This is an optimization exercise on Yosys and OpenROAD, whose aim is a short achievable clock period and few clock cycles, not a production implementation.
Only simulation tests tie the RTL to the original design; equivalence was not proved.
Power is estimated from default activity; no workload was simulated.

rev 12:
==> flow/design.v <==
package definesPkg;
endpackage
module cpu
(
   input clk,
   input reset,
   output [15:0] o_pc_addr,
   output o_pc_rd,
   input [15:0] i_pc_rddata,
   output [15:0] o_ldst_addr,
   output o_ldst_rd,
   output o_ldst_wr,
   input [15:0] i_ldst_rddata,
   output [15:0] o_ldst_wrdata,
   output [127:0] o_tb_regs
);
   logic [15:0] pc;             
   logic        d_valid;
   logic        d_btb;          
   logic        d_replay;       
   logic [15:0] d_hold;
   logic        d_hwr7;         
   logic        d_hreadB;       
   logic [15:0] pc_out;         
   logic [15:0] d_fa;           
   logic [15:0] d_pc;           
   logic [3:0]  d_hip, d_him;   
   logic        e_valid;
   logic [15:0] e_A, e_B;
   logic        e_sadd, e_ssub, e_sb, e_smrg;
   logic        e_wr;           
   logic [2:0]  e_rd;
   logic        e_flags;
   logic        e_ld, e_st;
   logic        e_br;
   logic        e_calw, e_calz, e_caln;
   logic        e_pred;
   logic [15:0] e_pcf;          
   logic [15:0] e_tgt;          
   logic        e_useA;
   logic        w_wr;           
   logic        w_isld;         
   logic [2:0]  w_rd;
   logic [15:0] w_res;          
   logic        fN, fZ;
   logic [15:0] regs [0:7];
   function automatic [15:0] ks_add(input [15:0] a, input [15:0] b, input cin);
      logic [15:0] g, p, x;
      logic [15:0] gn, pn;
      g = a & b;
      p = a | b;
      x = a ^ b;
      g[0] = g[0] | (p[0] & cin);
      for (int d = 1; d < 16; d = d * 2) begin
         gn = g;
         pn = p;
         for (int i = d; i < 16; i++) begin
            gn[i] = g[i] | (p[i] & g[i-d]);
            pn[i] = p[i] & p[i-d];
         end
         g = gn;
         p = pn;
      end
      ks_add = x ^ {g[14:0], cin};
   endfunction
   wire [15:0] sum  = ks_add(e_A, e_B, 1'b0);
   wire [15:0] diff = ks_add(e_A, ~e_B, 1'b1);
   wire [15:0] e_or = e_A | e_B;
   wire        sum_zero = &(~((e_A ^ e_B) ^ {e_or[14:0], 1'b0}));
   wire e_simple = e_sb | e_smrg;
   wire [15:0] res_simple = e_smrg ? {e_B[15:8], e_A[7:0]} : e_B;
   wire [15:0] res = ({16{e_sadd}} & sum) | ({16{e_ssub}} & diff) | ({16{e_simple}} & res_simple);
   wire        res_N = e_ssub ? diff[15] : sum[15];
   wire        res_Z = e_ssub ? (e_A == e_B) : sum_zero;
   wire taken = e_calw | (e_calz & fZ) | (e_caln & fN);
   wire mispE = e_valid & e_br & (taken ^ e_pred);
   wire [15:0] fixpc = e_useA ? e_A : (e_pred ? e_pcf : e_tgt);
   wire [15:0] instr = d_replay ? d_hold : i_pc_rddata;
   wire [4:0]  op = instr[4:0];
   wire [2:0]  rx = instr[7:5];
   wire [2:0]  ry = instr[10:8];
   wire dv = d_valid & ~mispE;
   wire [4:0] op_raw = i_pc_rddata[4:0];
   wire [2:0] rx_r = i_pc_rddata[7:5];
   wire [2:0] ry_r = i_pc_rddata[10:8];
   wire readA_r = (op_raw == 5'b00001) | (op_raw == 5'b00010) | (op_raw == 5'b00011) | (op_raw == 5'b00101) |
                  (op_raw == 5'b10001) | (op_raw == 5'b10010) | (op_raw == 5'b10011) | (op_raw == 5'b10110) |
                  (op_raw == 5'b01000) | (op_raw == 5'b01001) | (op_raw == 5'b01010) | (op_raw == 5'b01100);
   wire readB_r = (op_raw == 5'b00000) | (op_raw == 5'b00001) | (op_raw == 5'b00010) | (op_raw == 5'b00011) |
                  (op_raw == 5'b00100) | (op_raw == 5'b00101);
   wire wr7_r = ((((op_raw == 5'b00000) | (op_raw == 5'b00001) | (op_raw == 5'b00010) | (op_raw == 5'b00100) |
                   (op_raw == 5'b10000) | (op_raw == 5'b10001) | (op_raw == 5'b10010) | (op_raw == 5'b10110)) &
                  (rx_r == 3'd7)) | (op_raw == 5'b11100) | (op_raw == 5'b01100));
   wire isMV    = op == 5'b00000;
   wire isADD   = op == 5'b00001;
   wire isSUB   = op == 5'b00010;
   wire isCMP   = op == 5'b00011;
   wire isLD    = op == 5'b00100;
   wire isST    = op == 5'b00101;
   wire isMVI   = op == 5'b10000;
   wire isADDI  = op == 5'b10001;
   wire isSUBI  = op == 5'b10010;
   wire isCMPI  = op == 5'b10011;
   wire isMVHI  = op == 5'b10110;
   wire isJR    = op == 5'b01000;
   wire isJZR   = op == 5'b01001;
   wire isJNR   = op == 5'b01010;
   wire isCALLR = op == 5'b01100;
   wire isJ     = op == 5'b11000;
   wire isJZ    = op == 5'b11001;
   wire isJN    = op == 5'b11010;
   wire isCALL  = op == 5'b11100;
   wire readA = isADD | isSUB | isCMP | isST | isADDI | isSUBI | isCMPI | isMVHI |
                isJR | isJZR | isJNR | isCALLR;
   wire readB = isMV | isADD | isSUB | isCMP | isLD | isST;
   wire regjump = isJR | isJZR | isJNR | isCALLR;
   wire dirjump = isJ | isJZ | isJN | isCALL;
   wire eA = ~d_replay & e_valid & e_wr & (e_rd == rx_r);
   wire eB = ~d_replay & e_valid & e_wr & (e_rd == ry_r);
   wire wA = w_wr & (d_replay ? (w_rd == d_hold[7:5]) : (w_rd == rx_r));
   wire wB = w_wr & (d_replay ? (w_rd == d_hold[10:8]) : (w_rd == ry_r));
   wire [15:0] w_val = w_isld ? i_ldst_rddata : w_res;
   wire [15:0] rfA = d_replay ? regs[d_hold[7:5]] : regs[i_pc_rddata[7:5]];
   wire [15:0] rfB = d_replay ? regs[d_hold[10:8]] : regs[i_pc_rddata[10:8]];
   wire [15:0] A_early = wA ? w_val : rfA;
   wire [15:0] B_early = wB ? w_val : rfB;
   wire [15:0] imm8s = {{8{instr[15]}}, instr[15:8]};
   wire [15:0] B_other = readB ? B_early :
                         (isMVHI ? {instr[15:8], 8'd0} :
                         ((isCALL | isCALLR) ? d_pc : imm8s));
   wire fB = (d_replay ? d_hreadB : readB_r) & eB;
   wire [15:0] A_next = ({16{eA & e_sadd}} & sum) | ({16{eA & e_ssub}} & diff) |
                        ({16{eA & e_simple}} & res_simple) | ({16{~eA}} & A_early);
   wire [15:0] B_next = ({16{fB & e_sadd}} & sum) | ({16{fB & e_ssub}} & diff) |
                        ({16{fB & e_simple}} & res_simple) | ({16{~fB}} & B_other);
   wire [11:0] tlo = {1'b0, d_pc[11:1]} + {1'b0, i_pc_rddata[15:5]};
   wire [3:0]  thi = i_pc_rddata[15] ? (tlo[11] ? d_pc[15:12] : d_him) : (tlo[11] ? d_hip : d_pc[15:12]);
   wire [15:0] tgtD = {thi, tlo[10:0], d_pc[0]};
   wire stall = dv & e_valid & e_ld &
                ((readA_r & (e_rd == rx_r)) | (readB_r & (e_rd == ry_r)));
   wire e7 = e_valid & (e_wr | e_ld) & (e_rd == 3'd7);
   wire e7slow = e7 & ~e_simple;
   wire w7 = w_wr & (w_rd == 3'd7);
   wire [15:0] r7_fwd = e7 ? res_simple : (w7 ? w_val : regs[7]);
   wire predT_dir = ~d_replay & ((op_raw == 5'b11000) | (op_raw == 5'b11100) |
                                 (((op_raw == 5'b11001) | (op_raw == 5'b11010)) & i_pc_rddata[15]));
   wire predT_reg = ~d_replay & ((op_raw == 5'b01000) | (op_raw == 5'b01100)) & (rx_r == 3'd7) & ~e7slow;
   wire predT = d_btb | predT_dir | predT_reg;
   wire redirD = dv & ~stall & ~d_btb & (predT_dir | predT_reg);
   wire [15:0] tgt_reg = r7_fwd;
   localparam NB = 8;
   logic [NB-1:0]  btb_v;
   logic [15:0]    btb_tag [0:NB-1];
   logic [15:0]    btb_tgt [0:NB-1];
   logic [NB-1:0]  btb_r7;         
   logic [2:0]     btb_ptr;        
   logic [NB-1:0]  btb_hitv;
   logic [15:0]    btb_t;
   always_comb begin
      btb_t = '0;
      for (int i = 0; i < NB; i++) begin
         btb_hitv[i] = btb_v[i] & (btb_tag[i] == pc);
         btb_t = btb_t | ({16{btb_hitv[i]}} & btb_tgt[i]);
      end
   end
   logic        lk_seq, lk_dir, lk_r7;
   logic [15:0] lk_t;
   wire hit_dir = lk_seq & lk_dir;
   wire hit_r7 = lk_seq & lk_r7;
   wire dWr7 = dv & (d_replay ? d_hwr7 : wr7_r);
   wire r7_busy = dWr7 | e7 | w7;
   wire btb_pred = hit_dir | (hit_r7 & ~r7_busy);
   wire [15:0] btb_target = hit_r7 ? regs[7] : lk_t;
   wire alloc_r7 = predT_reg;
   wire btb_alloc = redirD & (predT_dir | alloc_r7);
   logic        al_q, al_r7;
   logic [15:0] al_tag;
   wire [15:0] pc_inc = pc + 16'd2;
   wire sel_tgtD = redirD & predT_dir;
   wire [15:0] pc_other = mispE ? fixpc : (stall ? pc : (redirD ? tgt_reg : (btb_pred ? btb_target : pc_inc)));
   wire [15:0] pc_next = sel_tgtD ? tgtD : pc_other;
   always_ff @(posedge clk or posedge reset) begin
      if (reset) begin
         pc <= '0;
         d_valid <= 1'b0;
         d_replay <= 1'b0;
         e_valid <= 1'b0;
         w_wr <= 1'b0;
         btb_v <= '0;
         al_q <= 1'b0;
         lk_seq <= 1'b0;
         btb_r7 <= '0;
         btb_ptr <= '0;
         fN <= 1'b0;
         fZ <= 1'b0;
      end else begin
         pc <= pc_next;
         d_valid <= ~(mispE | redirD);
         d_replay <= stall;
         e_valid <= dv & ~stall;
         w_wr <= e_valid & (e_wr | e_ld);
         al_q <= btb_alloc;
         if (!stall) lk_seq <= ~(mispE | redirD | btb_pred);
         if (al_q) begin
            btb_v[btb_ptr] <= 1'b1;
            btb_r7[btb_ptr] <= al_r7;
            btb_ptr <= btb_ptr + 1'b1;
         end
         if (e_valid & e_flags) begin
            fN <= res_N;
            fZ <= res_Z;
         end
      end
   end
   always_ff @(posedge clk) begin
      d_hold <= instr;
      if (!stall) begin
         lk_dir <= |(btb_hitv & ~btb_r7);
         lk_r7 <= |(btb_hitv & btb_r7);
         lk_t <= btb_t;
      end
      d_hwr7 <= wr7_r;
      d_hreadB <= readB_r;
      pc_out <= reset ? 16'd0 : pc_next;
      if (!stall) begin
         d_fa <= pc;
         d_pc <= pc_inc;
         d_hip <= pc_inc[15:12] + 4'd1;
         d_him <= pc_inc[15:12] - 4'd1;
            d_btb <= btb_pred;
      end
      al_r7 <= alloc_r7;
      al_tag <= d_fa - 16'd2;    
      if (al_q) begin
         btb_tag[btb_ptr] <= al_tag;
         btb_tgt[btb_ptr] <= e_tgt;
      end
      e_A <= A_next;
      e_B <= B_next;
      e_sadd <= isADD | isADDI;
      e_ssub <= isSUB | isCMP | isSUBI | isCMPI;
      e_sb <= isMV | isMVI | isCALL | isCALLR;
      e_smrg <= isMVHI;
      e_wr <= isMV | isADD | isSUB | isMVI | isADDI | isSUBI | isMVHI | isCALL | isCALLR;
      e_rd <= (isCALL | isCALLR) ? 3'd7 : rx;
      e_flags <= isADD | isSUB | isCMP | isADDI | isSUBI | isCMPI;
      e_ld <= isLD;
      e_st <= isST;
      e_br <= regjump | dirjump;
      e_calw <= isJR | isCALLR | isJ | isCALL;
      e_calz <= isJZR | isJZ;
      e_caln <= isJNR | isJN;
      e_pred <= predT;
      e_pcf <= d_pc;
      e_tgt <= tgtD;
      e_useA <= regjump & ~predT_reg;
      w_rd <= e_rd;
      w_isld <= e_ld;
      w_res <= res;
      if (reset) begin
         regs[0] <= 16'hCAFE; regs[1] <= 16'hBADD; regs[2] <= 16'hCAFE; regs[3] <= 16'hBADD;
         regs[4] <= 16'hCAFE; regs[5] <= 16'hBADD; regs[6] <= 16'hCAFE; regs[7] <= 16'hBADD;
      end else begin
         if (w_wr) regs[w_rd] <= w_val;
      end
   end
   assign o_pc_addr = pc_out;
   assign o_pc_rd = 1'b1;
   assign o_ldst_addr = e_B;
   assign o_ldst_wrdata = e_A;
   assign o_ldst_rd = 1'b1;
   assign o_ldst_wr = e_valid & e_st;
   assign o_tb_regs = {regs[7], regs[6], regs[5], regs[4], regs[3], regs[2], regs[1], regs[0]};
endmodule
clock: 5.6 ns
lec_check: 0
cap_margin: 20
core_margin: 2
core_utilization: 40
place_density: 0.6
setup_slack_margin: 3.3
slew_margin: 20
tns_end_percent: 100
run.sh (not shown) runs the stock make flow with config.mk's settings and CLKGATE_MAP_FILE= SYNTH_SCRIPT=/design/flow/synth_recipe.tcl, a recipe that flattens the netlist after the stock synthesis.
Testbench counts of rev 12, summed over its fixed seeds: cycles 58,398.
For rev 13, these inputs were changed with respect to rev 12:
--- a/flow/design.v
+++ b/flow/design.v
@@ -126,20 +126,18 @@
    wire [15:0] B_early = wB ? w_val : rfB;
    wire [15:0] imm8s = {{8{instr[15]}}, instr[15:8]};
    wire [15:0] B_other = readB ? B_early :
                          (isMVHI ? {instr[15:8], 8'd0} :
                          ((isCALL | isCALLR) ? d_pc : imm8s));
    wire fB = (d_replay ? d_hreadB : readB_r) & eB;
-   wire [15:0] A_next = ({16{eA & e_sadd}} & sum) | ({16{eA & e_ssub}} & diff) |
-                        ({16{eA & e_simple}} & res_simple) | ({16{~eA}} & A_early);
-   wire [15:0] B_next = ({16{fB & e_sadd}} & sum) | ({16{fB & e_ssub}} & diff) |
-                        ({16{fB & e_simple}} & res_simple) | ({16{~fB}} & B_other);
+   wire [15:0] A_next = eA ? res_simple : A_early;
+   wire [15:0] B_next = fB ? res_simple : B_other;
    wire [11:0] tlo = {1'b0, d_pc[11:1]} + {1'b0, i_pc_rddata[15:5]};
    wire [3:0]  thi = i_pc_rddata[15] ? (tlo[11] ? d_pc[15:12] : d_him) : (tlo[11] ? d_hip : d_pc[15:12]);
    wire [15:0] tgtD = {thi, tlo[10:0], d_pc[0]};
-   wire stall = dv & e_valid & e_ld &
+   wire stall = dv & e_valid & (e_ld | ((e_sadd | e_ssub) & e_wr)) &
                 ((readA_r & (e_rd == rx_r)) | (readB_r & (e_rd == ry_r)));
    wire e7 = e_valid & (e_wr | e_ld) & (e_rd == 3'd7);
    wire e7slow = e7 & ~e_simple;
    wire w7 = w_wr & (w_rd == 3'd7);
    wire [15:0] r7_fwd = e7 ? res_simple : (w7 ? w_val : regs[7]);
    wire predT_dir = ~d_replay & ((op_raw == 5'b11000) | (op_raw == 5'b11100) |
==> notes.md <==
Relative to rev 12, area of the multi-input gates increased by 310 um2 in rev 13. Against rev 12, inserted tap cell count in rev 13 rose slightly. Compared with rev 12, rev 13 is the more power-hungry design. Comparing rev 13 and rev 12, sequential share of layout area is lower on rev 13. Rev 13 vs rev 12: die area up. Rev 13 ends up with higher buffer count from post-CTS setup fixing than rev 12 does. Sort rev 13 and rev 12 by part of the total power dissipated in the clock network asc -> top: rev 13. The run with more routed wire is rev 13, not rev 12. Utilization rev 12 -> rev 13: up. Cmp rev 13 vs rev 12: number of distinct library cell variants in the gate-level netlist after synthesis lower in rev 13.
Testbench counts of rev 13, summed over its fixed seeds: cycles 59,323.

separate check: timing with driven ports:
Ports are ideal in the flow. The routed layouts listed here were re-timed in OpenROAD. Step 1 assumes that a clkbuf_16 drives the clock port and a buf_2 every other input. Step 2, shift: input delay + t, output delay - t, t = (earliest + latest rising clock arrival at the registers) / 2. This alone moves slack from input paths to output paths. Three values: no drivers, after step 1, after step 2; two values: the first two.
run	shift t [ns]	setup slack, ns	cell pins on the clock port's net
rev 12	0.688	2.615 / 2.615 / 2.027	1
rev 13	0.681	2.814 / 2.769 / 2.087	1
After both steps setup and hold are still met in every run listed. For rev 13, which loses most, drivers alone change the setup slack by -0.045 ns; drivers and shift together by -0.727 ns.
